This is an optimization exercise on Yosys and OpenROAD, whose aim is small area, a short achievable clock period and few clock cycles per item, not a production implementation.
Only simulation tests tie the RTL to the original design; equivalence was not proved.
No activity file was given, so power comes from the tool's default toggle rates.

===== flow/standard.sh =====
#!/bin/bash
# synth_recipe.tcl (not shown) runs the flow's synth.tcl, then flattens the netlist and writes it again
# the make line also repeats each setting of config.mk as NAME=value (left out here)
make -C /OpenROAD-flow-scripts/flow DESIGN_CONFIG=/design/flow/config.mk WORK_HOME=/design/flow/orfs CLKGATE_MAP_FILE= SYNTH_SCRIPT=/design/flow/synth_recipe.tcl "${@:-finish}"

===== flow/flow/run.sh =====
#!/bin/bash
# Standard layout, with repair_timing aiming 7 ns below the 11 ns clock so the
# resizer sizes up the divider's critical paths, and the ports buffered with
# the smallest buffer (the resizer still sizes them up where timing needs it).
# Make's output goes to flow.log; ORFS keeps each step's log under orfs/logs.
set -euo pipefail
bash standard.sh SETUP_SLACK_MARGIN=7 "BUFFER_PORTS_ARGS=-buffer_cell sky130_fd_sc_hd__buf_1" finish > flow.log 2>&1

===== flow/config.mk =====
export PLATFORM = sky130hd
export DESIGN_NAME = SRT4_div
export DESIGN_NICKNAME = SRT4_div
export VERILOG_FILES = /design/flow/design.v
export SDC_FILE = /design/flow/constraint.sdc
export NUM_CORES = 4
export LEC_CHECK = 0
export CAP_MARGIN = 20
export CORE_MARGIN = 2
export CORE_UTILIZATION = 40
export PLACE_DENSITY = 0.6
export SLEW_MARGIN = 20

===== flow/constraint.sdc =====
create_clock -name core_clock -period 11.0 [get_ports {clock}]
set_input_delay 2.2000 -clock core_clock [delete_from_list [all_inputs] [get_ports {clock}]]
set_output_delay 2.2000 -clock core_clock [all_outputs]
set_load 0.01 [all_outputs]

===== flow/design.v =====
module lzc64 (
    input  [63:0] x,
    output [6:0]  n
);
    wire [31:0] v1;
    wire [31:0] c1;
    genvar i;
    generate
        for (i = 0; i < 32; i = i + 1) begin : l1
            assign v1[i] = x[2*i+1] | x[2*i];
            assign c1[i] = ~x[2*i+1];
        end
    endgenerate
    wire [15:0] v2;
    wire [31:0] c2;
    generate
        for (i = 0; i < 16; i = i + 1) begin : l2
            assign v2[i] = v1[2*i+1] | v1[2*i];
            assign c2[2*i+1:2*i] = v1[2*i+1] ? {1'b0, c1[2*i+1]} : {1'b1, c1[2*i]};
        end
    endgenerate
    wire [7:0] v3;
    wire [23:0] c3;
    generate
        for (i = 0; i < 8; i = i + 1) begin : l3
            assign v3[i] = v2[2*i+1] | v2[2*i];
            assign c3[3*i+2:3*i] = v2[2*i+1] ? {1'b0, c2[4*i+3:4*i+2]} : {1'b1, c2[4*i+1:4*i]};
        end
    endgenerate
    wire [3:0] v4;
    wire [15:0] c4;
    generate
        for (i = 0; i < 4; i = i + 1) begin : l4
            assign v4[i] = v3[2*i+1] | v3[2*i];
            assign c4[4*i+3:4*i] = v3[2*i+1] ? {1'b0, c3[6*i+5:6*i+3]} : {1'b1, c3[6*i+2:6*i]};
        end
    endgenerate
    wire [1:0] v5;
    wire [9:0] c5;
    generate
        for (i = 0; i < 2; i = i + 1) begin : l5
            assign v5[i] = v4[2*i+1] | v4[2*i];
            assign c5[5*i+4:5*i] = v4[2*i+1] ? {1'b0, c4[8*i+7:8*i+4]} : {1'b1, c4[8*i+3:8*i]};
        end
    endgenerate
    assign n = v5[1] ? {2'b00, c5[9:5]} :
               v5[0] ? {2'b01, c5[4:0]} : 7'd64;
endmodule
module SRT4_div(
    input               clock,
    input               reset,
    input               start,
    input               is_signed,
    input       [63:0]  a,
    input       [63:0]  b,
    output              ready,
    output              error,
    output      [63:0]  q,
    output      [63:0]  r
);
    wire sa_in = is_signed & a[63];
    wire sb_in = is_signed & b[63];
    wire [6:0] ca_in, cb_in;
    lzc64 lza (.x(a ^ {64{sa_in}}), .n(ca_in));
    lzc64 lzb (.x(b ^ {64{sb_in}}), .n(cb_in));
    reg        st_norm, st_iter, st_corr, st_done;
    wire       st_idle = ~(st_norm | st_iter | st_corr | st_done);
    reg [6:0]  CA, CB;
    reg        SA, SB;
    reg [5:0]  cnt;
    reg        err;
    reg        first;
    reg        Z;      
    reg        OPS;    
    reg [64:0] R;      
    reg [64:0] D;      
    reg [63:0] Q;      
    wire [7:0] k = {1'b0, CB} - {1'b0, CA} + {7'd0, SA & ~SB};
    wire kneg = k[7];
    wire bz = CB[6] & ~SB;   
    wire last = (cnt == 6'd0);
    wire ops0 = (SA == SB);
    wire rz = ~|R;
    wire [64:0] T = R + (D ^ {65{OPS}}) + {64'd0, OPS};
    wire need = SA ? (~T[64] | Z | rz) : T[64];
    always @(posedge clock) begin
        CA <= ca_in;
        CB <= cb_in;
        SA <= sa_in;
        SB <= sb_in;
        err <= bz;
        if (reset) begin
            st_norm <= 1'b0;
            st_iter <= 1'b0;
            st_corr <= 1'b0;
            st_done <= 1'b0;
        end else begin
            st_norm <= st_idle & start;
            st_iter <= (st_norm & ~kneg & ~bz) | (st_iter & ~last);
            st_corr <= st_iter & last & need;
            st_done <= (st_norm & (kneg | bz)) | (st_iter & last & ~need) | st_corr;
        end
        first <= st_norm;
        Z <= st_iter & (Z | rz);
        cnt <= st_norm ? k[5:0] : cnt - 6'd1;
        OPS <= st_norm ? ops0 : (T[64] == SB);
        if (st_iter | (st_corr & ~rz))
            R <= T;
        else if (st_corr)
            R <= 65'd0;
        else
            R <= {sa_in, a};
        if (st_norm)
            D <= D << k[5:0];
        else if (st_iter & ~last)
            D <= {D[64], D[64:1]};
        else
            D <= {sb_in, b};
        if (st_iter)
            Q <= {Q[62:1], first ? ~OPS : OPS, 1'b1};
        else if (st_corr)
            Q <= {(OPS & ~rz) ? Q[63:1] + 63'd1 : Q[63:1], rz};
        else
            Q <= kneg ? 64'd0 : {{63{~ops0}}, 1'b1};
    end
    assign ready = st_done;
    assign error = err;
    assign q = Q;
    assign r = R[63:0];
endmodule

==> out/results.ini, run 1 <==
[final_layout]
final_cell_count_no_fill=3598
drive_gt1_share_pct=9.87
fillers=5358
multi_input_area_um2=15200
final_area_um2=24200
register_area_um2=5150
fin_util_pct=45.8
syn2layout_area_growth_pct=12.9
final_nets=3101

[clocking]
cts_tree=done
cts.sinks=224
cts_max_level=1
numCtsBuffers=28
path_clk_slew_ps=60
cts_max_path_buffers=3
hold_buffers=0
root_buffer=clkbuf_16
insertion_delay_ps=590

[synthesis]
syn_nets=2992
ys_types=101
syn_inst=2777
ys_seq_elements=224
synthArstFlopShare_pct=0
synth.avg_cell_area_um2=7.71
synth_edf_count=65
seq_area_frac_synth_pct=24.0
yosys_warnings=1
synthesis.area_um2=21400
synthFlopType=dfxtp_1

[sta]
report.final.slew_viol_count=0
skew_ps=16.4
period_minus_slack_ps=4020
worst_pin_slew_ps=1040
timing.final.ws_setup_ps=6980
clock.fmax_ghz=0.249
period_share_pct=36.5
finalHoldViolations=0
relSlewSlack_pct=30.6
whs_ps=406
setup_viol=0
fin_setup_tns_ps=0
rsz0062_at_grt=yes

[setup_path]
crit_cells=14
critPathLaunchType=input pin
path_cells=buf_6 > nand2_4 > buf_12 > clkinvlp_4 > buf_6 > or3_4 > o22ai_2 > o311ai_1 > a22oi_1 > o21ai_0 > nand3_1 > o21ai_1 > a221oi_2 > nor2b_1
cp.arrival_ps=4480
crit_buf_inv=4
cp_data_required_time_ps=11460
crit_type=in2reg
ff2ff_path_depth=17
crit_top_cell=buf_6
crit_path_max_incr_delay_ps=360
cp-end-kind=flip-flop
cp_slowest_cell=a221oi_2
cp_max_fo=7
cpLargestDelayFamily=compound AO/OA/AOI/OAI gates

[power_and_ir_drop]
vdd_drop_max_mv=0.150
power_density_nw_per_um2=269
p_leak_nw=9.51
finalPower_mw=6.49

[drt]
drt_iter0_markers=1932
num_vias=22000
ant_nets=0
drt_pre_antenna_iters=6
drc=0
routed_wl_um=82300
wl_per_cell_um=22.9
vias_per_cell=6.11

[placed_design]
routabilityCongestion=0.951
numPortBuffers=261
dp.cells=3515
pre_cts_slack_ps=5100
dp_hpwl_um=61900
placed_cell_area_um2=22400

[global_routing]
grt_pass1_vias=20700
grt_pass1_wl_um=124000
antenna_found_initial=2
grt_max_degree=108
grt_use_total_pct=28.2
grt_overflow=0

[run]
cap_viol_max_count=0

[worst_hold_path]
hold_class=reg2reg
holdPathStages=1

[die]
start_util_pct=40.6
die_x_um=235
die_h_um=235
core-area_um2=52800
rows=84
die_area_um2=55400
ios=262

[status]
status=timing/DRC/antenna clean

[power breakdown]
| part | total, mW | internal, mW | switching, mW |
|---|---|---|---|
| registers | 1.28 | 1.02 | 0.261 |
| logic | 4.22 | 1.62 | 2.60 |
| clock network | 0.990 | 0.598 | 0.392 |
[layer usage]
| metal | part of all wire (%) | up-vias | track usage [%] |
|---|---|---|---|
| li1 | - | 10400 | - |
| met1 | 41 | 10500 | 36.5 |
| met2 | 48 | 901 | 48.1 |
| met3 | 6.7 | 164 | 3.59 |
| met4 | 4.0 | 0 | 10.7 |
| met5 | 0 | - | 0 |
[layout by cell type, fill, tap and decap left out, types with 8 or more instances in the layout]
master,n
o21a_1,8
a221o_1,18
nor4_1,22
buf_4,35
or3_1,15
a21o_1,36
o21ai_1,14
nand4_1,37
nand3_1,102
o21ai_0,291
and4_1,8
dfxtp_1,154
xor2_2,8
nand2_1,385
xor2_1,94
o311ai_0,8
ha_1,77
and2_1,8
o22ai_1,37
nor2b_1,28
a21oi_1,176
o31ai_1,8
edfxtp_1,65
o211ai_1,40
nor3_1,57
inv_1,79
buf_1,258
a211oi_1,38
a31oi_1,43
and3_1,32
xnor2_1,76
clkbuf_16,30
o21bai_1,10
nand2b_1,24
or2_2,10
mux4_2,56
a21oi_2,8
mux2i_1,92
a22o_1,9
nor2_1,185
[cell usage after synthesis, types with 10 or more instances]
library cell | number | share of area [%]
nand2_1 | 390 | 6.8
o21ai_0 | 298 | 7.0
nor2_1 | 189 | 3.3
a21oi_1 | 182 | 4.3
dfxtp_1 | 159 | 15
clkbuf_1 | 119 | 2.1
nand3_1 | 105 | 2.5
xor2_1 | 104 | 4.3
mux2i_1 | 93 | 4.3
ha_1 | 81 | 4.7
inv_1 | 81 | 1.4
xnor2_1 | 81 | 3.3
buf_4 | 68 | 2.4
edfxtp_1 | 65 | 9.1
nor3_1 | 60 | 1.4
mux4_2 | 56 | 5.9
a31oi_1 | 44 | 1.3
o211ai_1 | 40 | 1.4
o22ai_1 | 39 | 1.1
a211oi_1 | 38 | 1.3
nand4_1 | 37 | 1.1
a21o_1 | 36 | 1.3
and3_1 | 33 | 0.96
nor2b_1 | 29 | 0.85
buf_2 | 26 | 0.61
nand2b_1 | 26 | 0.76
nor4_1 | 24 | 0.70
buf_1 | 19 | 0.33
a221o_1 | 18 | 0.84
or3_1 | 16 | 0.47
o311ai_0 | 11 | 0.45
o21bai_1 | 10 | 0.35
o31ai_1 | 10 | 0.35
or2_2 | 10 | 0.29
[final timing paths]
| path | startpoint | endpoint | slack [ps] |
|---|---|---|---|
| max | is_signed | CB[0] | 6980 |
| min reg2reg | st_done | st_norm | 410 |
| max reg2reg | SB | D[61] | 7110 |
| min | st_done | st_norm | 410 |
[layout make-up]
type / instances / area share, %
timing repair buffer: 313 / 6.77
timing repair inverter: 1 / 0.0207
tap: 688 / 3.56
clock buffer: 39 / 3.29
inverter: 82 / 1.36
clock inverter: 13 / 0.761
antenna: 2 / 0.0207
multi-input combinational: 2236 / 62.9
sequential: 224 / 21.3
[kinds of logic after synthesis]
kind of cell | count (synthesis) | synth area share, %
adder cells (fa/ha/maj) | 83 | 4.92
AND/OR/NAND/NOR | 978 | 21.7
flip-flops | 224 | 24.0
XOR/XNOR | 187 | 7.72
AO/OA/AOI/OAI | 830 | 24.0
multiplexers | 158 | 10.8
buffers and inverters | 317 | 6.95
[state kept, by name (all words and copies together), names as in the netlist, 6 cells and up]
signal / flops
CA: 7
D: 65
cnt: 6
R: 65
CB: 7
Q: 64
[timing repair]
action / in CTS / in global routing
gates cloned: 4 / 3
resized for setup: 54 / 51
buffers inserted: 11 / 11
pin swaps: 8 / 11
endpoints found under the setup margin: 159 / 137
Testbench counts, summed over its fixed seeds: cycles 179,963, divs 12,000.
==> run 2: changes to the inputs <==
==> flow/flow/run.sh (replaced) <==
#!/bin/bash
# Standard layout, with repair_timing aiming 7.25 ns below the 11 ns clock so
# the resizer sizes up the divider's critical paths, the ports buffered with the
# smallest buffer (the resizer still sizes them up where timing needs it), and a
# clock tree of clkbuf_8 with clusters of up to 20 sinks.
# Make's output goes to flow.log; ORFS keeps each step's log under orfs/logs.
set -euo pipefail
bash standard.sh SETUP_SLACK_MARGIN=7.25 \
  "BUFFER_PORTS_ARGS=-buffer_cell sky130_fd_sc_hd__buf_1" \
  CTS_BUF_LIST=sky130_fd_sc_hd__clkbuf_8 CTS_CLUSTER_SIZE=20 \
  finish > flow.log 2>&1
==> run 2 against run 1 <==
Compared with the run above: register-to-register slack gained 180 ps; sequential cell count is the same; combinational power grew 4.7%; critical endpoint unchanged; global-route usage shrank 0.059 points; non-clock buffer count grew 16; sequential share of layout area shrank 0.44 points.
==> out/results.ini, run 2 <==
[status]
status=timing/DRC/antenna clean  ; unchanged

[sta]
skew_ps=47.9  ; was 16.4 ps
period_minus_slack_ps=3770  ; was 4020 ps
worst_pin_slew_ps=1130  ; was 1040 ps
finalHoldViolations=0  ; unchanged
clock.fmax_ghz=0.265  ; was 0.249 GHz
fin_setup_tns_ps=0  ; unchanged
period_share_pct=34.3  ; was 36.5%
report.final.slew_viol_count=0  ; unchanged
timing.final.ws_setup_ps=7230  ; was 6980 ps
relSlewSlack_pct=23.8  ; was 30.6%
setup_viol=0  ; unchanged
rsz0062_at_grt=yes  ; unchanged
whs_ps=436  ; was 406 ps

[final_layout]
register_area_um2=5150  ; about the same
drive_gt1_share_pct=13.1  ; was 9.87%
syn2layout_area_growth_pct=15.4  ; was 12.9%
final_cell_mix=379 x nand2_1, 260 x o21ai_0, 258 x buf_1  ; was 385 x nand2_1, 291 x o21ai_0, 258 x buf_1
multi_input_area_um2=15500  ; was 15200 um^2
fillers=5336  ; was 5358
reg_top3=D (65), R (65), Q (64)  ; unchanged
diodes=0  ; was 2
fin_util_pct=46.8  ; was 45.8%
layout_commonest_cell=nand2_1  ; unchanged
final_nets=3134  ; was 3101
final_cell_count_no_fill=3641  ; was 3598

[power_and_ir_drop]
switching_share_pct=50.2  ; was 50.1%
pwr-share-comb_pct=66.3  ; was 65.0%
vdd_drop_max_mv=0.161  ; was 0.150 mV
pwr-share-clk_pct=14.6  ; was 15.2%
power_frac_seq_pct=19.1  ; was 19.7%
p_leak_nw=9.73  ; was 9.51 nW
p_int_mw=3.32  ; was 3.24 mW
switchingPower_mw=3.34  ; was 3.25 mW
power_density_nw_per_um2=270  ; was 269 nW/um^2

[die]
die_h_um=235  ; unchanged
die_x_um=235  ; unchanged
ios=262  ; unchanged
start_util_pct=40.6  ; unchanged
rows=84  ; unchanged
core-area_um2=52800  ; unchanged
die_area_um2=55400  ; unchanged

[clocking]
cts.sinks=224  ; unchanged
root_buffer=clkbuf_8  ; was clkbuf_16
cts_max_level=2  ; was 1
cts_max_path_buffers=3  ; unchanged
cts_tree=done  ; unchanged
path_clk_slew_ps=70  ; was 60 ps
insertion_delay_ps=640  ; was 590 ps
numCtsBuffers=44  ; was 28

[synthesis]
synthesis.area_um2=21400  ; unchanged
ys_seq_elements=224  ; unchanged
synthFlopType=dfxtp_1  ; unchanged
syn_inst=2777  ; unchanged
yosys-top-cells-area=dfxtp_1 15%, edfxtp_1 9.1%, o21ai_0 7.0%  ; unchanged
ys_types=101  ; unchanged
seq_area_frac_synth_pct=24.0  ; unchanged
syn_nets=2992  ; unchanged
yosys_warnings=1  ; unchanged
yosysTopAreaCell=dfxtp_1  ; unchanged
synthArstFlopShare_pct=0  ; unchanged
synth.avg_cell_area_um2=7.71  ; unchanged
synthTopCellsByCount=390 x nand2_1, 298 x o21ai_0, 189 x nor2_1  ; unchanged
netlist.area_leader.share_pct=14.9  ; unchanged
synth_edf_count=65  ; unchanged
synth.most_common_cell=nand2_1  ; unchanged

[setup_path]
cp_max_fo=25  ; was 7
cp-end-kind=flip-flop  ; unchanged
cp_data_required_time_ps=11550  ; was 11460 ps
critPathLaunchType=input pin  ; unchanged
crit_type=in2reg  ; unchanged
cp.arrival_ps=4320  ; was 4480 ps

[placed_design]
dp_hpwl_um=61200  ; was 61900 um
numPortBuffers=261  ; unchanged
dp.cells=3514  ; was 3515
pre_cts_slack_ps=5230  ; was 5100 ps
routabilityCongestion=0.949  ; was 0.951

[drt]
drt_iter0_markers=1996  ; was 1932
num_vias=22200  ; was 22000
drt_pre_antenna_iters=5  ; was 6
drc=0  ; unchanged
routed_wl_um=82400  ; was 82300 um
ant_nets=0  ; unchanged
wl_per_cell_um=22.6  ; was 22.9 um
vias_per_cell=6.08  ; was 6.11

[global_routing]
grt_pass1_vias=20900  ; was 20700
grt_use_total_pct=28.2  ; about the same
grt_max_degree=104  ; was 108
antenna_found_initial=2  ; unchanged
grt_pass1_wl_um=123000  ; was 124000 um
grt_overflow=0  ; unchanged

[worst_hold_path]
hold_class=reg2reg  ; unchanged

[run]
cap_viol_max_count=0  ; unchanged

==> run 2: power groups by stage <==
| stage | clock network [mW] | logic (mW) | registers (mW) |
|---|---|---|---|
| after global placement | 0 | 3.89 | 1.30 |
| final | 0.974 | 4.42 | 1.27 |
| after detailed placement | 0 | 3.90 | 1.30 |
| after global routing | 1.03 | 4.78 | 1.29 |
| after CTS | 0.994 | 4.09 | 1.27 |
| after floorplan | 0 | 2.97 | 1.19 |
==> run 2: worst paths after layout <==
kind	startpoint	endpoint	slack (ps)	depth (start not counted)
setup / recovery	b[63]	CB[0]	7230	12
hold / removal	st_done	st_norm	440	1
setup reg to reg	SB	D[35]	7290	16
hold reg to reg	st_done	st_norm	440	1
==> run 2: layout make-up <==
class                      instances  share of cell area, %
sequential                       224                   20.9
timing repair inverter             1                 0.0456
timing repair buffer             329                   7.18
clock buffer                      64                   3.57
clock inverter                    16                  0.567
multi-input combinational       2237                   62.8
inverter                          82                   1.46
tap                              688                   3.49
==> run 2: through the flow <==
step                      total power [mW]  cell area, um^2
after floorplan                       4.16            21500
after global routing                  7.10            24700
after global placement                5.19            22400
after detailed placement              5.20            22400
final                                 6.67            24700
after CTS                             6.36            23900
==> run 2: logic make-up (layout without fill, tap and decap cells) <==
| group | count (synthesis) | count (layout) | synth area share, % |
|---|---|---|---|
| xor+xnor | 187 | 187 | 7.72 |
| mux | 158 | 158 | 10.8 |
| simple gates | 978 | 979 | 21.7 |
| buf+inv | 317 | 492 | 6.95 |
| compound gates | 830 | 830 | 24.0 |
| flops | 224 | 224 | 24.0 |
| fa+ha+maj | 83 | 83 | 4.92 |
==> run 2: timing repair <==
action	in CTS	in global routing
pin swaps	5	25
setup endpoints to repair	195	151
cloned	3	5
hold buffers	0	0
buffers inserted	12	27
gates resized for setup	71	132
==> run 2: metal layers <==
layer / track usage [%] / share of wire (%)
met1: 35.0 / 41
met2: 48.1 / 48
met3: 4.39 / 6.5
met4: 12.7 / 4.5
met5: 0 / 0.016
==> run 2: worst max-delay path: stages <==
cell	delay [ps]
clkbuf_4	180
nand2_8	170
clkinv_16	120
nor3_1	180
a31oi_1	80
a21oi_1	160
o21ai_0	80
o22ai_1	180
o21ai_0	120
a221o_1	300
a222oi_1	340
nor2b_1	180
==> run 3: changes to the inputs <==
--- a/flow/design.v
+++ b/flow/design.v
@@ -47,4 +47,25 @@
                v5[0] ? {2'b01, c5[4:0]} : 7'd64;
 endmodule
+module inc63 (
+    input  [62:0] x,
+    output [62:0] s
+);
+    wire [63:0] c;           
+    wire [8:0]  bc;          
+    assign bc[0] = 1'b1;
+    genvar i;
+    generate
+        for (i = 0; i < 8; i = i + 1) begin : blk
+            assign bc[i+1] = bc[i] & (&x[(i*8+7 < 62 ? i*8+7 : 62):i*8]);
+        end
+        for (i = 0; i < 63; i = i + 1) begin : bit_
+            if (i % 8 == 0)
+                assign c[i] = bc[i/8];
+            else
+                assign c[i] = c[i-1] & x[i-1];
+        end
+    endgenerate
+    assign s = x ^ c[62:0];
+endmodule
 module SRT4_div(
     input               clock,
@@ -82,4 +103,6 @@
     wire ops0 = (SA == SB);
     wire rz = ~|R;
+    wire [62:0] qinc;
+    inc63 qi (.x(Q[63:1]), .s(qinc));
     wire [64:0] T = R + (D ^ {65{OPS}}) + {64'd0, OPS};
     wire need = SA ? (~T[64] | Z | rz) : T[64];
@@ -120,5 +143,5 @@
             Q <= {Q[62:1], first ? ~OPS : OPS, 1'b1};
         else if (st_corr)
-            Q <= {(OPS & ~rz) ? Q[63:1] + 63'd1 : Q[63:1], rz};
+            Q <= {(OPS & ~rz) ? qinc : Q[63:1], rz};
         else
             Q <= kneg ? 64'd0 : {{63{~ops0}}, 1'b1};
==> run 3 against run 2 <==
Compared with the run above: cell area grew 0.73%; register-to-register slack is essentially flat; fmax grew 1.3%; core utilization grew 1.4 points; worst setup slack gained 47 ps; count of clock-buffer cells in the layout shrank 8; critical path depth grew 1.
==> out/results.ini, run 3 <==
[status]
status=timing/DRC/antenna clean  ; unchanged

[run]
cap_viol_max_count=0  ; unchanged

[die]
rows=83  ; was 84
die_h_um=233  ; was 235 um
ios=262  ; unchanged
core-area_um2=51600  ; was 52800 um^2
die_x_um=233  ; was 235 um
die_area_um2=54300  ; was 55400 um^2
start_util_pct=40.6  ; about the same

[sta]
worst_pin_slew_ps=1090  ; was 1130 ps
relSlewSlack_pct=27.6  ; was 23.8%
whs_ps=455  ; was 436 ps
fin_setup_tns_ps=0  ; unchanged
rsz0062_at_grt=yes  ; unchanged
finalHoldViolations=0  ; unchanged
report.final.slew_viol_count=0  ; unchanged
period_minus_slack_ps=3720  ; was 3770 ps
skew_ps=20.3  ; was 47.9 ps
clock.fmax_ghz=0.269  ; was 0.265 GHz
period_share_pct=33.8  ; was 34.3%
setup_viol=0  ; unchanged

[synthesis]
syn_nets=3041  ; was 2992
yosysTopAreaCell=dfxtp_1  ; unchanged
synthArstFlopShare_pct=0  ; unchanged
synth.avg_cell_area_um2=7.57  ; was 7.71 um^2
yosys-top-cells-area=dfxtp_1 15%, edfxtp_1 9.3%, ha_1 8.0%  ; was dfxtp_1 15%, edfxtp_1 9.1%, o21ai_0 7.0%
synth_top_family_by_area=compound AO/OA/AOI/OAI gates  ; unchanged
synth_edf_count=65  ; unchanged
synthTopCellsByCount=396 x nand2_1, 327 x o21ai_0, 249 x a21oi_1  ; was 390 x nand2_1, 298 x o21ai_0, 189 x nor2_1
ys_seq_elements=224  ; unchanged
syn_inst=2773  ; was 2777
synth-xor-area-share_pct=5.97  ; was 7.72%
synthSimpleGateAreaFrac_pct=19.9  ; was 21.7%
synth-compound-area-share_pct=25.4  ; was 24.0%
synth.most_common_cell=nand2_1  ; unchanged
synth_fa_ha_area_share_pct=8.18  ; was 4.92%
netlist.area_leader.share_pct=15.2  ; was 14.9%
synth.area.mux_share_pct=9.21  ; was 10.8%
synthFlopType=dfxtp_1  ; unchanged
synthesis.area_um2=21000  ; was 21400 um^2
yosys_warnings=1  ; unchanged
seq_area_frac_synth_pct=24.5  ; was 24.0%
ys_types=74  ; was 101

[power_and_ir_drop]
power_density_nw_per_um2=260  ; was 270 nW/um^2
vdd_drop_max_mv=0.123  ; was 0.161 mV
finalPower_mw=6.47  ; was 6.67 mW
p_leak_nw=9.96  ; was 9.73 nW

[setup_path]
rrSetupSlack_ps=7300  ; was 7290 ps
cp_max_fo=29  ; was 25
cpLargestDelayFamily=simple AND/OR/NAND/NOR gates  ; was compound AO/OA/AOI/OAI gates
ff2ff_path_depth=16  ; unchanged
cp.arrival_ps=4260  ; was 4320 ps
cp_data_required_time_ps=11540  ; was 11550 ps
crit_type=in2reg  ; unchanged
cp-end-kind=flip-flop  ; unchanged
crit_cells=13  ; was 12
critPathLaunchType=input pin  ; unchanged
critPathLaunch=is_signed  ; was b[63]
crit_buf_inv=3  ; was 2
reg2reg_from=SB  ; unchanged
cp_slowest_cell=or3_4  ; was a222oi_1
timing.rr.end=D[53]  ; was D[35]
crit_top_cell=nand2_2  ; was o21ai_0
crit_path_max_incr_delay_ps=350  ; was 340 ps
path_cells=buf_1 > buf_6 > nand2_8 > inv_16 > or3_1 > or3_4 > o21ai_4 > nand2_2 > nor3_4 > nand2_2 > nor3_2 > a211oi_2 > nor3_1  ; was clkbuf_4 > nand2_8 > clkinv_16 > nor3_1 > a31oi_1 > a21oi_1 > o21ai_0 > o22ai_1 > o21ai_0 > a221o_1 > a222oi_1 > nor2b_1
cp-endpoint=CB[1]  ; was CB[0]

[placed_design]
numPortBuffers=261  ; unchanged
routabilityCongestion=0.962  ; was 0.949
dp_hpwl_um=58300  ; was 61200 um

[final_layout]
final_nets=3193  ; was 3134
drive_gt1_share_pct=13.4  ; was 13.1%
fin_util_pct=48.2  ; was 46.8%
reg_top3=D (65), R (65), Q (64)  ; unchanged
layout_commonest_cell=nand2_1  ; unchanged
final_cell_mix=386 x nand2_1, 273 x o21ai_0, 259 x buf_1  ; was 379 x nand2_1, 260 x o21ai_0, 258 x buf_1
fillers=5089  ; was 5336
syn2layout_area_growth_pct=18.6  ; was 15.4%

[global_routing]
grt_overflow=0  ; unchanged
grt_use_total_pct=27.8  ; was 28.2%
grt_pass1_wl_um=118000  ; was 123000 um
antenna_found_initial=1  ; was 2
grt_max_degree=129  ; was 104
grt_pass1_vias=20100  ; was 20900

[clocking]
insertion_delay_ps=640  ; about the same
cts_max_path_buffers=3  ; unchanged
root_buffer=clkbuf_8  ; unchanged
path_clk_slew_ps=60  ; was 70 ps
hold_buffers=0  ; unchanged
cts.sinks=224  ; unchanged
cts_max_level=2  ; unchanged
cts_tree=done  ; unchanged
numCtsBuffers=44  ; unchanged

[worst_hold_path]
hold_class=reg2reg  ; unchanged

[drt]
routed_wl_um=79300  ; was 82400 um
ant_nets=0  ; unchanged
drc=0  ; unchanged
wl_per_cell_um=21.8  ; was 22.6 um
drt_iter0_markers=1683  ; was 1996
num_vias=21900  ; was 22200
drt_pre_antenna_iters=6  ; was 5
vias_per_cell=6.00  ; was 6.08

-- run 3: cell count changes after synthesis, moves of 17 or more --
cell,change
a21oi_1,+67
ha_1,+53
nor2_1,-47
xnor2_1,-41
mux4_2,-32
nand3_1,-29
o21ai_0,+29
mux2i_1,+28
o211ai_1,+27
a31oi_1,-21
inv_1,-17
or3_1,+17
-- run 3: per-stage QoR --
stage	std cells	worst slack [ps]	area (um^2)
finish	3642	7280	24900
global route	3642	7130	24900
CTS	3598	7240	23700
detailed placement	3488	5910	22000
global placement	3488	5930	22000
floorplan	2773	7040	21100
-- run 3: final cells by class --
cell class	instances	area [um^2]	area share, %
tap	680	851	3.42
multi-input combinational	2238	15600	62.6
antenna	1	2.50	0.0101
inverter	64	265	1.07
clock inverter	26	214	0.860
timing repair buffer	352	2040	8.21
clock buffer	56	771	3.10
sequential	224	5150	20.7
timing repair inverter	1	8.76	0.0352
-- run 3: report_power, final --
| part | switching [mW] | internal (mW) | total [mW] |
|---|---|---|---|
| Sequential | 0.251 | 1.01 | 1.26 |
| Combinational | 2.59 | 1.67 | 4.26 |
| Clock | 0.412 | 0.534 | 0.946 |
| Total | 3.25 | 3.22 | 6.47 |
-- run 3: repair_timing --
| action | 4_1_cts | 5_1_grt |
|---|---|---|
| pin swaps | 12 | 43 |
| endpoints found under the setup margin | 179 | 136 |
| cloned | 5 | 5 |
| resized for setup | 94 | 179 |
| buffers inserted | 23 | 38 |
-- run 3: worst reg2reg max path, stage by stage, from the launching register on --
cell and delay (ps):
dfxtp_4 370, inv_4 60, ha_4 120, inv_2 50
ha_4 260, inv_2 40, ha_4 160, fa_2 630
buf_12 130, buf_4 120, bufbuf_16 330, o21ai_0 150
o21ai_0 300, o21ai_1 200, o211ai_1 380, o211ai_1 210
o21ai_0 140
-- run 3: cells by family (layout without fill, tap and decap cells) --
group,Yosys count,count (layout)
AOI/OAI and AO/OA,893,893
xor gates and xnor gates,143,143
adders and majority gates,136,136
buffers and inverters,311,499
DFF,224,224
muxes,161,161
other,0,1
and+or+nand+nor,905,905
-- run 3: routing by layer --
metal | share of wire (%) | global-route usage, % | wire [um]
met1 | 41 | 34.7 | 32600
met2 | 48 | 47.1 | 37800
met3 | 6.3 | 3.54 | 4960
met4 | 4.9 | 13.8 | 3890
met5 | 0 | 0 | 0
-- run 3: worst min path at each step --
stage                     slack (ps)    start       to  cells after the start
after detailed placement         440  st_done  st_norm                      1
final                            460  st_done  st_norm                      1
after floorplan                  330  st_norm    first                      0
after global routing             480  st_done  st_norm                      1
after global placement           400  st_done  st_norm                      1
after CTS                        450  st_done  st_norm                      1
Testbench counts of run 3, summed over its fixed seeds: cycles 179,963, divs 12,000.
==> run 4: changes to the inputs <==
--- a/flow/design.v
+++ b/flow/design.v
@@ -95,5 +95,5 @@
     reg        OPS;    
     reg [64:0] R;      
-    reg [64:0] D;      
+    reg [63:0] D;      
     reg [63:0] Q;      
     wire [7:0] k = {1'b0, CB} - {1'b0, CA} + {7'd0, SA & ~SB};
@@ -105,5 +105,5 @@
     wire [62:0] qinc;
     inc63 qi (.x(Q[63:1]), .s(qinc));
-    wire [64:0] T = R + (D ^ {65{OPS}}) + {64'd0, OPS};
+    wire [64:0] T = R + ({SB, D} ^ {65{OPS}}) + {64'd0, OPS};
     wire need = SA ? (~T[64] | Z | rz) : T[64];
     always @(posedge clock) begin
@@ -137,7 +137,7 @@
             D <= D << k[5:0];
         else if (st_iter & ~last)
-            D <= {D[64], D[64:1]};
+            D <= {SB, D[63:1]};
         else
-            D <= {sb_in, b};
+            D <= b;
         if (st_iter)
             Q <= {Q[62:1], first ? ~OPS : OPS, 1'b1};
==> run 4 against run 3 <==
Compared with the run above: hold slack lost 24 ps; sequential cell count decreased by 1; first-iteration DRC count up 11%; critical path depth is 1 higher; cell area down 2.9%; still clean on timing, DRC and antenna; power down 1.2%; non-clock buffer count shrank 14; sequential power is essentially flat.
==> out/results.ini, run 4 <==
[status]
status=timing/DRC/antenna clean  ; unchanged

[setup_path]
crit_path_max_incr_delay_ps=420  ; was 350 ps
ff2ff_path_depth=16  ; unchanged
crit_buf_inv=4  ; was 3
timing.rr.end=D[60]  ; was D[53]
reg2reg_from=SB  ; unchanged
critPathLaunchType=input pin  ; unchanged
cp.arrival_ps=4370  ; was 4260 ps
crit_top_cell=buf_12  ; was nand2_2
cp_data_required_time_ps=11490  ; was 11540 ps
crit_type=in2reg  ; unchanged
cp-end-kind=flip-flop  ; unchanged
cp_slowest_cell=a2111oi_4  ; was or3_4
cpLargestDelayFamily=compound AO/OA/AOI/OAI gates  ; was simple AND/OR/NAND/NOR gates
rrSetupSlack_ps=7300  ; about the same
path_cells=buf_8 > buf_12 > nand2_4 > buf_12 > clkinv_16 > nor3_4 > a2bb2oi_4 > nor2b_4 > a221oi_2 > nor2_1 > o21ai_1 > o21ai_2 > a2111oi_4 > a211oi_1  ; was buf_1 > buf_6 > nand2_8 > inv_16 > or3_1 > or3_4 > o21ai_4 > nand2_2 > nor3_4 > nand2_2 > nor3_2 > a211oi_2 > nor3_1
cp_max_fo=8  ; was 29

[global_routing]
grt.busiest_layer=met2  ; unchanged
grt_pass1_wl_um=116000  ; was 118000 um
antenna_found_initial=1  ; unchanged
grt_use_total_pct=27.7  ; was 27.8%
met3_usage_pct=3.82  ; was 3.54%
grt_pass1_vias=19900  ; was 20100
grt_overflow=0  ; unchanged
grt_use_met2_pct=47.4  ; was 47.1%
use_met1_pct=34.5  ; was 34.7%
grt_max_degree=79  ; was 129

[synthesis]
yosys-top-cells-area=dfxtp_1 15%, edfxtp_1 9.5%, ha_1 8.2%  ; was dfxtp_1 15%, edfxtp_1 9.3%, ha_1 8.0%
synthesis.area_um2=20600  ; was 21000 um^2
ys_types=89  ; was 74
synthFlopType=dfxtp_1  ; unchanged
synth_edf_count=65  ; unchanged
netlist.area_leader.share_pct=15.4  ; was 15.2%
yosys_warnings=1  ; unchanged
synth.most_common_cell=nand2_1  ; unchanged
synth.avg_cell_area_um2=7.87  ; was 7.57 um^2
synthArstFlopShare_pct=0  ; unchanged
yosysTopAreaCell=dfxtp_1  ; unchanged
synthTopCellsByCount=333 x nand2_1, 262 x o21ai_0, 180 x a21oi_1  ; was 396 x nand2_1, 327 x o21ai_0, 249 x a21oi_1
ys_seq_elements=223  ; was 224
seq_area_frac_synth_pct=24.9  ; was 24.5%
syn_inst=2613  ; was 2773
syn_nets=2881  ; was 3041

[final_layout]
final_nets=3045  ; was 3193
syn2layout_area_growth_pct=17.5  ; was 18.6%
register_area_um2=5130  ; was 5150 um^2
drive_gt1_share_pct=12.4  ; was 13.4%
regMostFlops=R
final_cell_mix=324 x nand2_1, 258 x buf_1, 222 x o21ai_0  ; was 386 x nand2_1, 273 x o21ai_0, 259 x buf_1
fin_util_pct=47.3  ; was 48.2%
fillers=5138  ; was 5089
multi_input_area_um2=15100  ; was 15600 um^2
largest_register_ffs=65
layout_commonest_cell=nand2_1  ; unchanged
reg_top3=R (65), D (64), Q (64)  ; was D (65), R (65), Q (64)

[clocking]
cts_tree=done  ; unchanged
hold_buffers=0  ; unchanged
cts_max_level=2  ; unchanged
cts_max_path_buffers=3  ; unchanged
root_buffer=clkbuf_8  ; unchanged
path_clk_slew_ps=60  ; about the same
numCtsBuffers=43  ; was 44
insertion_delay_ps=640  ; about the same
cts.sinks=223  ; was 224

[die]
die_x_um=231  ; was 233 um
start_util_pct=40.2  ; was 40.6%
ios=262  ; unchanged
die_h_um=231  ; was 233 um
rows=83  ; unchanged
die_area_um2=53200  ; was 54300 um^2
core-area_um2=51100  ; was 51600 um^2

[drt]
drt_iter0_markers=1873  ; was 1683
routed_wl_um=77500  ; was 79300 um
ant_nets=0  ; unchanged
num_vias=21000  ; was 21900
wl_per_cell_um=22.2  ; was 21.8 um
drc=0  ; unchanged
drt_pre_antenna_iters=6  ; unchanged
vias_per_cell=6.01  ; was 6.00

[power_and_ir_drop]
finalPower_mw=6.39  ; was 6.47 mW
power_density_nw_per_um2=265  ; was 260 nW/um^2
p_leak_nw=10.0  ; was 9.96 nW
vdd_drop_max_mv=0.165  ; was 0.123 mV

[sta]
fin_setup_tns_ps=0  ; unchanged
worst_pin_slew_ps=1110  ; was 1090 ps
finalHoldViolations=0  ; unchanged
rsz0062_at_grt=yes  ; unchanged
relSlewSlack_pct=25.8  ; was 27.6%
setup_viol=0  ; unchanged
period_minus_slack_ps=3870  ; was 3720 ps
period_share_pct=35.2  ; was 33.8%
timing.final.ws_setup_ps=7130  ; was 7280 ps
report.final.slew_viol_count=0  ; unchanged
whs_ps=431  ; was 455 ps
clock.fmax_ghz=0.258  ; was 0.269 GHz
skew_ps=39.3  ; was 20.3 ps

[placed_design]
dp_hpwl_um=57100  ; was 58300 um
pre_cts_slack_ps=5350  ; was 5910 ps
routabilityCongestion=0.962  ; about the same
numPortBuffers=261  ; unchanged

[worst_hold_path]
hold_class=reg2reg  ; unchanged
holdPathStages=1  ; unchanged
holdPathEnd=st_norm  ; unchanged
hp-start=st_done  ; unchanged

[run]
cap_viol_max_count=0  ; unchanged

-- run 4: cell types whose count changed after synthesis, moves of 9 or more --
cell | before | now
buf_1 | 27 | 18
nor3_1 | 67 | 50
o211ai_1 | 67 | 57
clkbuf_1 | 134 | 115
a21oi_1 | 249 | 180
nand3_1 | 76 | 92
nor2b_1 | 34 | 43
a221o_1 | 3 | 58
o21ai_1 | 2 | 13
o21ai_0 | 327 | 262
nor2_1 | 142 | 160
nand2_1 | 396 | 333
or3_1 | 33 | 18
-- run 4: cell families (layout without fill, tap and decap cells) --
logic type	count (synthesis)	after routing	synth area share [%]
and+or+nand+nor	848	848	19.3
AOI/OAI and AO/OA	813	813	25.5
buffers and inverters	283	477	6.62
DFF	223	223	24.9
muxes	162	162	9.10
xor gates and xnor gates	148	148	6.30
adders and majority gates	136	136	8.35
other	0	1	0
-- run 4: how the worst max path moves through the flow --
stage / start / to / slack, ps / cells after the start
4_1_cts: is_signed / CB[0] / 7120 / 14
3_5_place_dp: is_signed / CB[0] / 5350 / 14
6_report: is_signed / CB[0] / 7130 / 14
2_1_floorplan: b[23] / CB[0] / 6980 / 9
5_1_grt: is_signed / CB[0] / 7070 / 14
3_3_place_gp: is_signed / CB[0] / 5440 / 14
-- run 4: worst reg2reg max path: stages (launching register included) --
cell       delay, ps
dfxtp_2          350
inv_2             80
ha_1             140
inv_1             50
ha_1             270
inv_1             60
ha_4             170
fa_2             690
buf_4            160
clkbuf_16        140
mux4_2           330
mux2i_1          210
nand2_1           90
nand2_1          360
o21ai_4          120
o21ai_0          230
a21oi_1          100
-- run 4: final cells by class --
class / count / share of cell area [%]
Antenna cell: 1 / 0.0104
Timing Repair inverter: 2 / 0.114
Multi-Input combinational cell: 2107 / 62.3
Inverter: 62 / 1.19
Tap cell: 680 / 3.52
Clock inverter: 23 / 0.741
Clock buffer: 52 / 2.96
Sequential cell: 223 / 21.2
Timing Repair Buffer: 338 / 7.92
-- run 4: per-stage QoR --
step	instance area [um^2]	std cells
3_5_place_dp	21600	3354
4_1_cts	23300	3459
2_1_floorplan	20600	2613
5_1_grt	24200	3487
6_report	24200	3488
3_3_place_gp	21600	3354
-- run 4: per-layer routing --
layer | vias up | part of all wire [%]
met2 | 772 | 48
met1 | 10000 | 42
met4 | 0 | 4.5
met3 | 180 | 6.0
li1 | 10000 | -
met5 | - | 0
-- run 4: report_power, final --
group / switching, mW / internal, mW
Combinational: 2.64 / 1.63
Clock: 0.397 / 0.478
Sequential: 0.239 / 1.01
-- run 4: repair_timing --
action                                 4_1_cts  5_1_grt
pin swaps                                   13       46
resized for setup                           85      159
cloned                                       6        3
setup buffers                               24       25
endpoints found under the hold margin        0        0
setup endpoints to repair                  170      124
Testbench counts of run 4, summed over its fixed seeds: cycles 179,963, divs 12,000.
==> run 5: changes to the inputs <==
--- a/flow/config.mk
+++ b/flow/config.mk
@@ -6,4 +6,5 @@
 export NUM_CORES = 4
 export LEC_CHECK = 0
+export ABC_AREA = 1
 export CAP_MARGIN = 20
 export CORE_MARGIN = 2
==> run 5 against run 4 <==
Compared with the run above: still clean; routed wire length up 18%; sequential share of layout area down 0.25 points; register-to-register slack better by 30 ps; sequential cell count unchanged; critical path depth unchanged; non-clock buffer count down 33; first-iteration DRC count up 34%; combinational power up 13%; critical path type unchanged; critical endpoint is now CA[1]; largest cell class unchanged.
==> out/results.ini, run 5 <==
[status]
status=timing/DRC/antenna clean  ; unchanged

[die]
start_util_pct=40.2  ; about the same
ios=262  ; unchanged
core-area_um2=54800  ; was 51100 um^2
die_h_um=239  ; was 231 um
die_area_um2=57000  ; was 53200 um^2
die_x_um=239  ; was 231 um
rows=86  ; was 83

[synthesis]
netlist.area_leader.share_pct=17.0  ; was 15.4%
yosysTopAreaCell=nand2_1  ; was dfxtp_1
syn_inst=3542  ; was 2613
synth.most_common_cell=nand2_1  ; unchanged
synth_edf_count=65  ; unchanged
synth.avg_cell_area_um2=6.22  ; was 7.87 um^2
ys_seq_elements=223  ; unchanged
yosys_warnings=1  ; unchanged
synthFlopType=dfxtp_1  ; unchanged
yosys-top-cells-area=nand2_1 17%, dfxtp_1 14%, edfxtp_1 8.9%  ; was dfxtp_1 15%, edfxtp_1 9.5%, ha_1 8.2%
synthesis.area_um2=22000  ; was 20600 um^2
ys_types=59  ; was 89
syn_nets=3810  ; was 2881
synthTopCellsByCount=998 x nand2_1, 383 x o21ai_0, 354 x inv_1  ; was 333 x nand2_1, 262 x o21ai_0, 180 x a21oi_1
synthArstFlopShare_pct=0  ; unchanged
seq_area_frac_synth_pct=23.2  ; was 24.9%

[final_layout]
largest_register_ffs=65  ; unchanged
register_area_um2=5120  ; was 5130 um^2
fillers=6006  ; was 5138
final_nets=3955  ; was 3045
regMostFlops=R  ; unchanged
reg_top3=R (65), D (64), Q (64)  ; unchanged
final_cell_mix=993 x nand2_1, 360 x inv_1, 352 x o21ai_0  ; was 324 x nand2_1, 258 x buf_1, 222 x o21ai_0
layout_commonest_cell=nand2_1  ; unchanged
fin_util_pct=44.6  ; was 47.3%
multi_input_area_um2=14600  ; was 15100 um^2
drive_gt1_share_pct=5.59  ; was 12.4%
syn2layout_area_growth_pct=10.8  ; was 17.5%

[sta]
worst_pin_slew_ps=871  ; was 1110 ps
skew_ps=35.1  ; was 39.3 ps
clock.fmax_ghz=0.270  ; was 0.258 GHz
relSlewSlack_pct=41.3  ; was 25.8%
period_minus_slack_ps=3700  ; was 3870 ps
rsz0062_at_grt=yes  ; unchanged
finalHoldViolations=0  ; unchanged
fin_setup_tns_ps=0  ; unchanged
report.final.slew_viol_count=0  ; unchanged
period_share_pct=33.7  ; was 35.2%
setup_viol=0  ; unchanged

[drt]
routed_wl_um=91600  ; was 77500 um
ant_nets=0  ; unchanged
wl_per_cell_um=20.7  ; was 22.2 um
vias_per_cell=5.49  ; was 6.01
drt_pre_antenna_iters=7  ; was 6
num_vias=24300  ; was 21000
drc=0  ; unchanged
drt_iter0_markers=2504  ; was 1873

[setup_path]
ff2ff_path_depth=14  ; was 16
cp_data_required_time_ps=11530  ; was 11490 ps
rrSetupSlack_ps=7330  ; was 7300 ps
crit_type=in2reg  ; unchanged
cp_max_fo=15  ; was 8
cp-end-kind=flip-flop  ; unchanged
critPathLaunchType=input pin  ; unchanged
cp.arrival_ps=4230  ; was 4370 ps

[global_routing]
antenna_found_initial=2  ; was 1
met3_usage_pct=3.41  ; was 3.82%
grt_use_met2_pct=49.7  ; was 47.4%
grt_pass1_wl_um=134000  ; was 116000 um
use_met1_pct=41.7  ; was 34.5%
grt_pass1_vias=22100  ; was 19900
grt_use_total_pct=30.9  ; was 27.7%
grt.busiest_layer=met2  ; unchanged
grt_max_degree=87  ; was 79
grt_overflow=0  ; unchanged

[clocking]
root_buffer=clkbuf_8  ; unchanged
cts.sinks=223  ; unchanged
cts_max_level=2  ; unchanged
insertion_delay_ps=650  ; was 640 ps
cts_max_path_buffers=3  ; unchanged
cts_tree=done  ; unchanged
path_clk_slew_ps=60  ; about the same
numCtsBuffers=43  ; unchanged

[worst_hold_path]
hold_class=reg2reg  ; unchanged
holdPathStages=1  ; unchanged

[power_and_ir_drop]
vdd_drop_max_mv=0.132  ; was 0.165 mV
p_leak_nw=11.2  ; was 10.0 nW
power_density_nw_per_um2=285  ; was 265 nW/um^2

[placed_design]
numPortBuffers=261  ; unchanged
routabilityCongestion=1.00  ; was 0.962
dp_hpwl_um=71500  ; was 57100 um

[run]
cap_viol_max_count=0  ; unchanged

## run 5: changes by cell type after synthesis, moves of 25 or more
cell	previous run	this run
nand3_1	92	207
nor2_1	160	312
nand2b_1	26	1
clkbuf_1	115	76
o21ai_1	13	53
a221o_1	58	0
mux2i_1	127	18
o21ai_0	262	383
nand2_1	333	998
nor2b_1	43	0
buf_2	18	47
inv_1	59	354
## run 5: routing by layer
| metal | vias up | share of wire (%) |
|---|---|---|
| met2 | 1028 | 44 |
| li1 | 12000 | - |
| met3 | 174 | 7.5 |
| met5 | - | 0.014 |
| met4 | 2 | 4.4 |
| met1 | 11100 | 44 |
## run 5: cell families after synthesis
group,Yosys count,share of synthesized area (%)
adders and majority gates,136,7.79
DFF,223,23.2
AOI/OAI and AO/OA,794,19.8
muxes,18,0.818
buffers and inverters,579,11.6
and+or+nand+nor,1665,31.6
xor gates and xnor gates,127,5.19
## run 5: repair_timing
| item | in CTS | in global routing |
|---|---|---|
| gates cloned | 2 | 8 |
| buffers inserted | 7 | 10 |
| hold buffers | 0 | 0 |
| setup endpoints to repair | 118 | 74 |
| pin swaps | 3 | 6 |
| gates resized for setup | 44 | 48 |
## run 5: final cells by class
cell class	count	share of cell area, %
Multi-Input combinational cell	2743	59.6
Sequential cell	223	21.0
Timing Repair Buffer	305	6.30
Inverter	370	5.84
Tap cell	704	3.61
Clock buffer	50	2.82
Clock inverter	26	0.800
Timing Repair inverter	1	0.0205
Antenna cell	2	0.0205
## run 5: final timing paths
path             start      end
max          is_signed    CA[1]
min            st_done  st_norm
max reg2reg         SA    D[33]
min reg2reg    st_done  st_norm
## run 5: power by group
part           switching (mW)  internal [mW]  leakage (nW)
combinational            3.29           1.51          8.65
sequential              0.226           1.03          2.09
clock                   0.433          0.467         0.489
total                    3.95           3.01          11.2
## run 5: through the flow
stage                     worst slack [ps]  total power [mW]  hold WS [ps]  cell area, um^2  cells
after global placement                6100              5.73           426            22900   4319
final                                 7300              6.96           429            24400   4424
after detailed placement              6050              5.71           428            22900   4319
after global routing                  7190              7.47           456            24400   4424
after CTS                             7230              6.72           436            24100   4404
after floorplan                       7420              4.35           367            22000   3542
## run 5: worst max-delay path: stages
cell	delay [ps]
clkbuf_4	340
nand2_4	270
nor2_4	170
a21oi_2	80
nor2_1	190
inv_1	90
nor2_2	150
inv_1	130
o211ai_1	150
o21ai_0	150
nand2_1	70
o21ai_0	100
inv_1	90
a21oi_1	40
==> run 6: changes to the inputs <==
==> flow/flow/run.sh (replaced) <==
#!/bin/bash
# Standard layout, with repair_timing aiming 7.4 ns below the 11 ns clock so
# the resizer sizes up the divider's critical paths, the ports buffered with the
# smallest buffer (the resizer still sizes them up where timing needs it), and a
# clock tree of clkbuf_8 with clusters of up to 20 sinks.
# Make's output goes to flow.log; ORFS keeps each step's log under orfs/logs.
set -euo pipefail
bash standard.sh SETUP_SLACK_MARGIN=7.4 \
  "BUFFER_PORTS_ARGS=-buffer_cell sky130_fd_sc_hd__buf_1" \
  CTS_BUF_LIST=sky130_fd_sc_hd__clkbuf_8 CTS_CLUSTER_SIZE=20 \
  finish > flow.log 2>&1
==> run 6 against run 5 <==
Compared with the run above: combinational power grew 4%; largest power group unchanged; critical path type is now reg2reg; highest routed layer unchanged; first-iteration DRC count up 13%; via count is 1.4% higher; power increased by 2.5%; largest cell class unchanged.
==> out/results.ini, run 6 <==
[status]
status=timing/DRC/antenna clean  ; unchanged

[setup_path]
cp_max_fo=17  ; was 15
cp.arrival_ps=4060  ; was 4230 ps
cpLargestDelayFamily=adder cells  ; was simple AND/OR/NAND/NOR gates
path_cells=ha_1 > inv_1 > ha_1 > inv_2 > ha_4 > fa_2 > buf_12 > inv_8 > mux2i_2 > mux2i_1 > o21ai_0 > o21ai_0 > o21ai_2 > o21ai_0  ; was clkbuf_4 > nand2_4 > nor2_4 > a21oi_2 > nor2_1 > inv_1 > nor2_2 > inv_1 > o211ai_1 > o21ai_0 > nand2_1 > o21ai_0 > inv_1 > a21oi_1
crit_type=reg2reg  ; was in2reg
cp_data_required_time_ps=11510  ; was 11530 ps
crit_path_max_incr_delay_ps=630  ; was 340 ps
critPathLaunchType=flip-flop  ; was input pin
crit_top_cell=o21ai_0  ; was inv_1
crit_buf_inv=4  ; unchanged
cp-end-kind=flip-flop  ; unchanged
cp_slowest_cell=fa_2  ; was clkbuf_4

[final_layout]
regMostFlops=R  ; unchanged
layout_commonest_cell=nand2_1  ; unchanged
drive_gt1_share_pct=6.94  ; was 5.59%
syn2layout_area_growth_pct=12.7  ; was 10.8%
largest_register_ffs=65  ; unchanged
final_nets=3968  ; was 3955
fin_util_pct=45.3  ; was 44.6%
final_cell_count_no_fill=4439  ; was 4424
reg_top3=R (65), D (64), Q (64)  ; unchanged
final_cell_mix=990 x nand2_1, 359 x inv_1, 325 x o21ai_0  ; was 993 x nand2_1, 360 x inv_1, 352 x o21ai_0

[synthesis]
synth_edf_count=65  ; unchanged
synth.avg_cell_area_um2=6.22  ; unchanged
ys_types=59  ; unchanged
yosys-top-cells-area=nand2_1 17%, dfxtp_1 14%, edfxtp_1 8.9%  ; unchanged
syn_inst=3542  ; unchanged
ys_seq_elements=223  ; unchanged
synth.most_common_cell=nand2_1  ; unchanged
yosysTopAreaCell=nand2_1  ; unchanged
netlist.area_leader.share_pct=17.0  ; unchanged
yosys_warnings=1  ; unchanged
syn_nets=3810  ; unchanged
synthArstFlopShare_pct=0  ; unchanged
seq_area_frac_synth_pct=23.2  ; unchanged
synthesis.area_um2=22000  ; unchanged
synthFlopType=dfxtp_1  ; unchanged
synthTopCellsByCount=998 x nand2_1, 383 x o21ai_0, 354 x inv_1  ; unchanged

[clocking]
hold_buffers=0  ; unchanged
cts.sinks=223  ; unchanged
cts_tree=done  ; unchanged
numCtsBuffers=43  ; unchanged
insertion_delay_ps=650  ; about the same
root_buffer=clkbuf_8  ; unchanged
cts_max_level=2  ; unchanged
cts_max_path_buffers=3  ; unchanged
path_clk_slew_ps=70  ; was 60 ps

[global_routing]
grt_use_total_pct=31.3  ; was 30.9%
grt_overflow=0  ; unchanged
grt_pass1_wl_um=136000  ; was 134000 um
antenna_found_initial=2  ; unchanged
grt_pass1_vias=22300  ; was 22100
grt_max_degree=87  ; unchanged

[power_and_ir_drop]
p_int_mw=3.09  ; was 3.01 mW
vdd_drop_max_mv=0.132  ; about the same
p_leak_nw=11.4  ; was 11.2 nW
switchingPower_mw=4.04  ; was 3.95 mW
power_density_nw_per_um2=288  ; was 285 nW/um^2
power_frac_seq_pct=17.5  ; was 18.0%
pwr-share-comb_pct=69.9  ; was 69.1%
switching_share_pct=56.7  ; was 56.8%
pwr-share-clk_pct=12.6  ; was 12.9%

[placed_design]
routabilityCongestion=1.00  ; unchanged
dp.cells=4319  ; unchanged
dp_hpwl_um=71500  ; unchanged
numPortBuffers=261  ; unchanged

[sta]
period_minus_slack_ps=3550  ; was 3700 ps
whs_ps=431  ; was 429 ps
finalHoldViolations=0  ; unchanged
setup_viol=0  ; unchanged
period_share_pct=32.3  ; was 33.7%
report.final.slew_viol_count=0  ; unchanged
worst_pin_slew_ps=882  ; was 871 ps
skew_ps=31.9  ; was 35.1 ps
rsz0062_at_grt=yes  ; unchanged
fin_setup_tns_ps=0  ; unchanged
relSlewSlack_pct=40.6  ; was 41.3%
clock.fmax_ghz=0.281  ; was 0.270 GHz

[drt]
wl_per_cell_um=21.0  ; was 20.7 um
drc=0  ; unchanged
ant_nets=0  ; unchanged
vias_per_cell=5.55  ; was 5.49
drt_iter0_markers=2827  ; was 2504
routed_wl_um=93000  ; was 91600 um
drt_pre_antenna_iters=7  ; unchanged
num_vias=24600  ; was 24300

[die]
die_x_um=239  ; unchanged
start_util_pct=40.2  ; unchanged
rows=86  ; unchanged
die_h_um=239  ; unchanged
ios=262  ; unchanged
core-area_um2=54800  ; unchanged
die_area_um2=57000  ; unchanged

[run]
cap_viol_max_count=0  ; unchanged

[worst_hold_path]
hold_class=reg2reg  ; unchanged

[run 6: final timing paths]
| check | startpoint | end | slack [ps] | depth (start not counted) |
|---|---|---|---|---|
| setup / recovery | SA | D[42] | 7450 | 14 |
| hold / removal | st_done | st_norm | 430 | 1 |
| setup reg to reg | SA | D[42] | 7450 | 14 |
| hold reg to reg | st_done | st_norm | 430 | 1 |
[run 6: what timing repair did]
| action | 4_1_cts | 5_1_grt |
|---|---|---|
| setup buffers | 12 | 12 |
| gates resized for setup | 59 | 110 |
| pin swaps | 4 | 10 |
| setup endpoints to repair | 129 | 87 |
| gates cloned | 7 | 9 |
[run 6: stage by stage]
| step | instance area (um^2) | worst slack, ps | power [mW] |
|---|---|---|---|
| 2_1_floorplan | 22000 | 7420 | 4.35 |
| 3_3_place_gp | 22900 | 6100 | 5.73 |
| 3_5_place_dp | 22900 | 6050 | 5.71 |
| 4_1_cts | 24300 | 7400 | 6.79 |
| 5_1_grt | 24800 | 7360 | 7.64 |
| 6_report | 24800 | 7450 | 7.14 |
[run 6: power by group through the flow]
stage	logic [mW]	registers [mW]	clock network, mW
3_3_place_gp	4.45	1.28	0
3_5_place_dp	4.43	1.28	0
6_report	4.99	1.25	0.896
4_1_cts	4.63	1.25	0.905
5_1_grt	5.44	1.27	0.933
2_1_floorplan	3.17	1.18	0
[run 6: logic make-up after synthesis]
logic type,after synthesis,share of synthesized area (%)
adder cells (fa/ha/maj),136,7.79
multiplexers,18,0.818
AND/OR/NAND/NOR,1665,31.6
AO/OA/AOI/OAI,794,19.8
XOR/XNOR,127,5.19
flip-flops,223,23.2
buffers and inverters,579,11.6
[run 6: per-layer routing]
metal  track usage [%]  part of all wire, %  vias to the layer above
met3              3.29                  8.0                      198
met4              14.1                  4.7                        2
met1              42.8                   43                    11200
met5                 0                0.014                        -
li1                  -                    -                    12100
met2              49.7                   44                     1132
[run 6: cell type report]
type | count | area (um^2)
repair inverters | 3 | 27.5
clock buffers | 50 | 688
flip-flops and latches | 223 | 5120
clock inverters | 26 | 195
well taps | 704 | 881
multi-input cells | 2744 | 14700
inverters | 370 | 1440
repair buffers | 315 | 1720
fillers | 5979 | 30000
diodes | 4 | 10.0
==> run 7: changes to the inputs <==
--- a/flow/design.v
+++ b/flow/design.v
@@ -1,5 +1,6 @@
 module lzc64 (
     input  [63:0] x,
-    output [6:0]  n
+    output [6:0]  n,
+    output [7:0]  g8     
 );
     wire [31:0] v1;
@@ -28,4 +29,5 @@
         end
     endgenerate
+    assign g8 = v3;
     wire [3:0] v4;
     wire [15:0] c4;
@@ -83,7 +85,18 @@
     wire sb_in = is_signed & b[63];
     wire [6:0] ca_in, cb_in;
-    lzc64 lza (.x(a ^ {64{sa_in}}), .n(ca_in));
-    lzc64 lzb (.x(b ^ {64{sb_in}}), .n(cb_in));
+    wire [7:0] ga_in, gb_in;
+    lzc64 lza (.x(a ^ {64{sa_in}}), .n(ca_in), .g8(ga_in));
+    lzc64 lzb (.x(b ^ {64{sb_in}}), .n(cb_in), .g8(gb_in));
+    wire [7:0] ga_above;     
+    genvar gi;
+    generate
+        for (gi = 0; gi < 8; gi = gi + 1) begin : gab
+            assign ga_above[gi] = |ga_in[7:gi];
+        end
+    endgenerate
+    wire small_in = (sa_in & ~sb_in) ? |(gb_in[7:1] & ~ga_above[6:0])
+                                     : |(gb_in & ~ga_above);
     reg        st_norm, st_iter, st_corr, st_done;
+    reg        SMALL;
     wire       st_idle = ~(st_norm | st_iter | st_corr | st_done);
     reg [6:0]  CA, CB;
@@ -112,5 +125,6 @@
         SA <= sa_in;
         SB <= sb_in;
-        err <= bz;
+        err <= ~st_idle & bz;
+        SMALL <= small_in;
         if (reset) begin
             st_norm <= 1'b0;
@@ -122,5 +136,5 @@
             st_iter <= (st_norm & ~kneg & ~bz) | (st_iter & ~last);
             st_corr <= st_iter & last & need;
-            st_done <= (st_norm & (kneg | bz)) | (st_iter & last & ~need) | st_corr;
+            st_done <= (st_norm & (kneg | bz) & ~SMALL) | (st_iter & last & ~need) | st_corr;
         end
         first <= st_norm;
@@ -145,7 +159,7 @@
             Q <= {(OPS & ~rz) ? qinc : Q[63:1], rz};
         else
-            Q <= kneg ? 64'd0 : {{63{~ops0}}, 1'b1};
+            Q <= (kneg | st_idle) ? 64'd0 : {{63{~ops0}}, 1'b1};
     end
-    assign ready = st_done;
+    assign ready = st_done | (st_norm & SMALL);
     assign error = err;
     assign q = Q;
==> flow/flow/run.sh (replaced) <==
#!/bin/bash
# Standard layout, with repair_timing aiming 7.25 ns below the 11 ns clock so
# the resizer sizes up the divider's critical paths, the ports buffered with the
# smallest buffer (the resizer still sizes them up where timing needs it), and a
# clock tree of clkbuf_8 with clusters of up to 20 sinks.
# Make's output goes to flow.log; ORFS keeps each step's log under orfs/logs.
set -euo pipefail
bash standard.sh SETUP_SLACK_MARGIN=7.25 \
  "BUFFER_PORTS_ARGS=-buffer_cell sky130_fd_sc_hd__buf_1" \
  CTS_BUF_LIST=sky130_fd_sc_hd__clkbuf_8 CTS_CLUSTER_SIZE=20 \
  finish > flow.log 2>&1
--- a/flow/config.mk
+++ b/flow/config.mk
@@ -6,5 +6,4 @@
 export NUM_CORES = 4
 export LEC_CHECK = 0
-export ABC_AREA = 1
 export CAP_MARGIN = 20
 export CORE_MARGIN = 2
==> run 7 against run 6 <==
Compared with the run above: fmax decreased by 8.7%; cell area grew 3.7%; worst setup slack worse by 340 ps; sequential share of layout area down 0.63 points; non-clock buffer count increased by 74; final cell count decreased by 16%; die area decreased by 3.8%; global-route usage fell by 0.77 points; clock power rose by about 10%; routed wire length is 4.5% lower; via count down 7.5%; core utilization up 3.8 points; largest cell class unchanged.
==> out/results.ini, run 7 <==
[sta]
skew_ps=48.1  ; was 31.9 ps
rsz0062_at_grt=yes  ; unchanged
relSlewSlack_pct=32.2  ; was 40.6%
period_share_pct=35.4  ; was 32.3%
fin_setup_tns_ps=0  ; unchanged
period_minus_slack_ps=3890  ; was 3550 ps
finalHoldViolations=0  ; unchanged
timing.final.ws_setup_ps=7110  ; was 7450 ps
worst_pin_slew_ps=1020  ; was 882 ps

[clocking]
hold_buffers=0  ; unchanged
path_clk_slew_ps=60  ; was 70 ps
cts_tree=done  ; unchanged
cts_max_path_buffers=3  ; unchanged
cts.sinks=224  ; was 223
insertion_delay_ps=670  ; was 650 ps
root_buffer=clkbuf_8  ; unchanged

[final_layout]
reg_top3=R (65), D (64), Q (64)  ; unchanged
final_cell_mix=366 x nand2_1, 258 x buf_1, 235 x nor2_1  ; was 990 x nand2_1, 359 x inv_1, 325 x o21ai_0
largest_register_ffs=65  ; unchanged
syn2layout_area_growth_pct=21.5  ; was 12.7%
regMostFlops=R  ; unchanged
final_nets=3241  ; was 3968

[synthesis]
netlist.area_leader.share_pct=15.0  ; was 17.0%
synth.avg_cell_area_um2=7.69  ; was 6.22 um^2
ys_types=93  ; was 59
syn_inst=2752  ; was 3542
synth_fa_ha_area_share_pct=8.11  ; was 7.79%
synthTopCellsByCount=379 x nand2_1, 259 x o21ai_0, 244 x nor2_1  ; was 998 x nand2_1, 383 x o21ai_0, 354 x inv_1
synthArstFlopShare_pct=0  ; unchanged
synth_top_family_by_area=compound AO/OA/AOI/OAI gates  ; was simple AND/OR/NAND/NOR gates
ys_seq_elements=224  ; was 223
yosysTopAreaCell=dfxtp_1  ; was nand2_1
synth.most_common_cell=nand2_1  ; unchanged
yosys-top-cells-area=dfxtp_1 15%, edfxtp_1 9.2%, ha_1 7.9%  ; was nand2_1 17%, dfxtp_1 14%, edfxtp_1 8.9%

[setup_path]
crit_path_max_incr_delay_ps=430  ; was 630 ps
cp.arrival_ps=4480  ; was 4060 ps
rrSetupSlack_ps=7260  ; was 7450 ps
reg2reg_from=OPS  ; was SA
cp_slowest_cell=or3_4  ; was fa_2
cp_max_fo=6  ; was 17
cp_data_required_time_ps=11590  ; was 11510 ps
crit_top_cell=nand2b_4  ; was o21ai_0
ff2ff_path_depth=12  ; was 14
path_cells=clkbuf_2 > buf_12 > buf_6 > a211o_1 > o22ai_2 > nand2b_4 > nand2b_4 > or3_4 > nor3_4 > a2111oi_4 > o21ai_1 > o211a_1  ; was ha_1 > inv_1 > ha_1 > inv_2 > ha_4 > fa_2 > buf_12 > inv_8 > mux2i_2 > mux2i_1 > o21ai_0 > o21ai_0 > o21ai_2 > o21ai_0

[power_and_ir_drop]
power_frac_seq_pct=18.1  ; was 17.5%
power_density_nw_per_um2=258  ; was 288 nW/um^2
finalPower_mw=6.65  ; was 7.14 mW
p_leak_nw=10.6  ; was 11.4 nW
pwr-share-comb_pct=67.0  ; was 69.9%
switchingPower_mw=3.40  ; was 4.04 mW
vdd_drop_max_mv=0.134  ; was 0.132 mV
p_int_mw=3.25  ; was 3.09 mW

[placed_design]
pre_cts_slack_ps=5630  ; was 6050 ps
placed_cell_area_um2=22300  ; was 22900 um^2
routabilityCongestion=0.995  ; was 1.00
numPortBuffers=261  ; unchanged

[drt]
num_vias=22800  ; was 24600
vias_per_cell=6.14  ; was 5.55
drc=0  ; unchanged
ant_nets=0  ; unchanged

[global_routing]
grt_max_degree=95  ; was 87
grt_pass1_wl_um=128000  ; was 136000 um
grt_pass1_vias=20700  ; was 22300

[worst_hold_path]
holdPathEnd=Z  ; was st_norm
holdPathStages=2  ; was 1
hp-start=Z  ; was st_done

[die]
die_h_um=234  ; was 239 um
rows=84  ; was 86
ios=262  ; unchanged
start_util_pct=40.4  ; was 40.2%

[status]
status=timing/DRC/antenna clean  ; unchanged

==> run 7: metal layers <==
metal | wire [um] | track usage (%) | vias to the layer above
met1 | 36900 | 41.1 | 10900
met5 | 39 | 0.268 | -
met3 | 9120 | 6.94 | 162
li1 | - | - | 10500
met4 | 3010 | 9.18 | 6
met2 | 39700 | 48.5 | 1188
==> run 7: worst max-delay path, delay by kind of cell <==
| family | cells | cell delay [ps] |
|---|---|---|
| AO/OA/AOI/OAI | 5 | 940 |
| buffers and inverters | 3 | 400 |
| AND/OR/NAND/NOR | 4 | 940 |
==> run 7: worst max path at each step <==
stage	from	to	slack, ps
after floorplan	a[43]	SMALL	6880
after global placement	a[63]	SMALL	5790
after detailed placement	a[63]	SMALL	5630
after CTS	is_signed	SMALL	7140
after global routing	is_signed	SMALL	7070
final	is_signed	SMALL	7110
==> run 7: cell type report <==
| type | count | area [um^2] | area share (%) |
|---|---|---|---|
| diodes | 10 | 25.0 | 0.0972 |
| clock buffers | 59 | 812 | 3.16 |
| clock inverters | 27 | 201 | 0.783 |
| inverters | 69 | 319 | 1.24 |
| multi-input cells | 2238 | 16000 | 62.1 |
| flip-flops and latches | 224 | 5150 | 20.0 |
| well taps | 688 | 861 | 3.35 |
| repair buffers | 389 | 2330 | 9.04 |
| repair inverters | 4 | 51.3 | 0.199 |
==> run 7: metrics by stage <==
stage          hold slack [ps]  cells  util [%]
2_1_floorplan              382   2752         -
3_3_place_gp               452   3501      42.6
3_5_place_dp               453   3501      42.6
4_1_cts                    462   3630      46.4
5_1_grt                    510   3698      49.0
6_report                   460   3708      49.1
==> run 7: cells by family (layout without fill, tap and decap cells) <==
family                   after synthesis  in the layout
XOR/XNOR                             141            141
multiplexers                         180            180
buffers and inverters                291            548
AND/OR/NAND/NOR                      963            964
other                                  0             10
flip-flops                           224            224
adder cells (fa/ha/maj)              136            136
AO/OA/AOI/OAI                        817            817
==> run 7: timing repair <==
action | in CTS | in global routing
gates resized for setup | 117 | 194
setup buffers | 38 | 62
endpoints found under the setup margin | 179 | 154
cloned | 5 | 6
pin swaps | 13 | 51
==> run 7: power groups by stage <==
stage	clock network, mW	registers [mW]	logic (mW)
4_1_cts	1.00	1.21	4.06
3_3_place_gp	0	1.23	3.76
2_1_floorplan	0	1.14	2.82
3_5_place_dp	0	1.24	3.78
6_report	0.988	1.21	4.46
5_1_grt	1.04	1.22	4.77
Testbench counts of run 7, summed over its fixed seeds: cycles 175,424, divs 12,000.

afterwards: timing with drivers on the ports:
The results above use ideal ports. As a check the final layouts listed here were re-extracted and re-timed, cells and wires unchanged. Step 1, drivers: a clkbuf_16 drives clock and a buf_2 each remaining input, both assumed. Step 2 also shifts input and output timing later by t, the mid clock arrival at the registers, as if the neighbouring blocks saw the same clock. Slacks: ideal / step 1 / step 2; pairs: ideal / step 1.
run	t, ns	setup WS [ns]
run 1	0.640	6.981 / 7.011 / 6.371
run 2	0.676	7.230 / 7.256 / 6.580
run 3	0.679	7.277 / 7.297 / 6.621
run 4	0.674	7.125 / 7.135 / 6.460
run 5	0.686	7.298 / 7.316 / 6.630
run 6	0.683	7.446 / 7.393 / 6.797
run 7	0.700	7.106 / 7.136 / 6.436
After both steps every run listed still meets setup and hold.
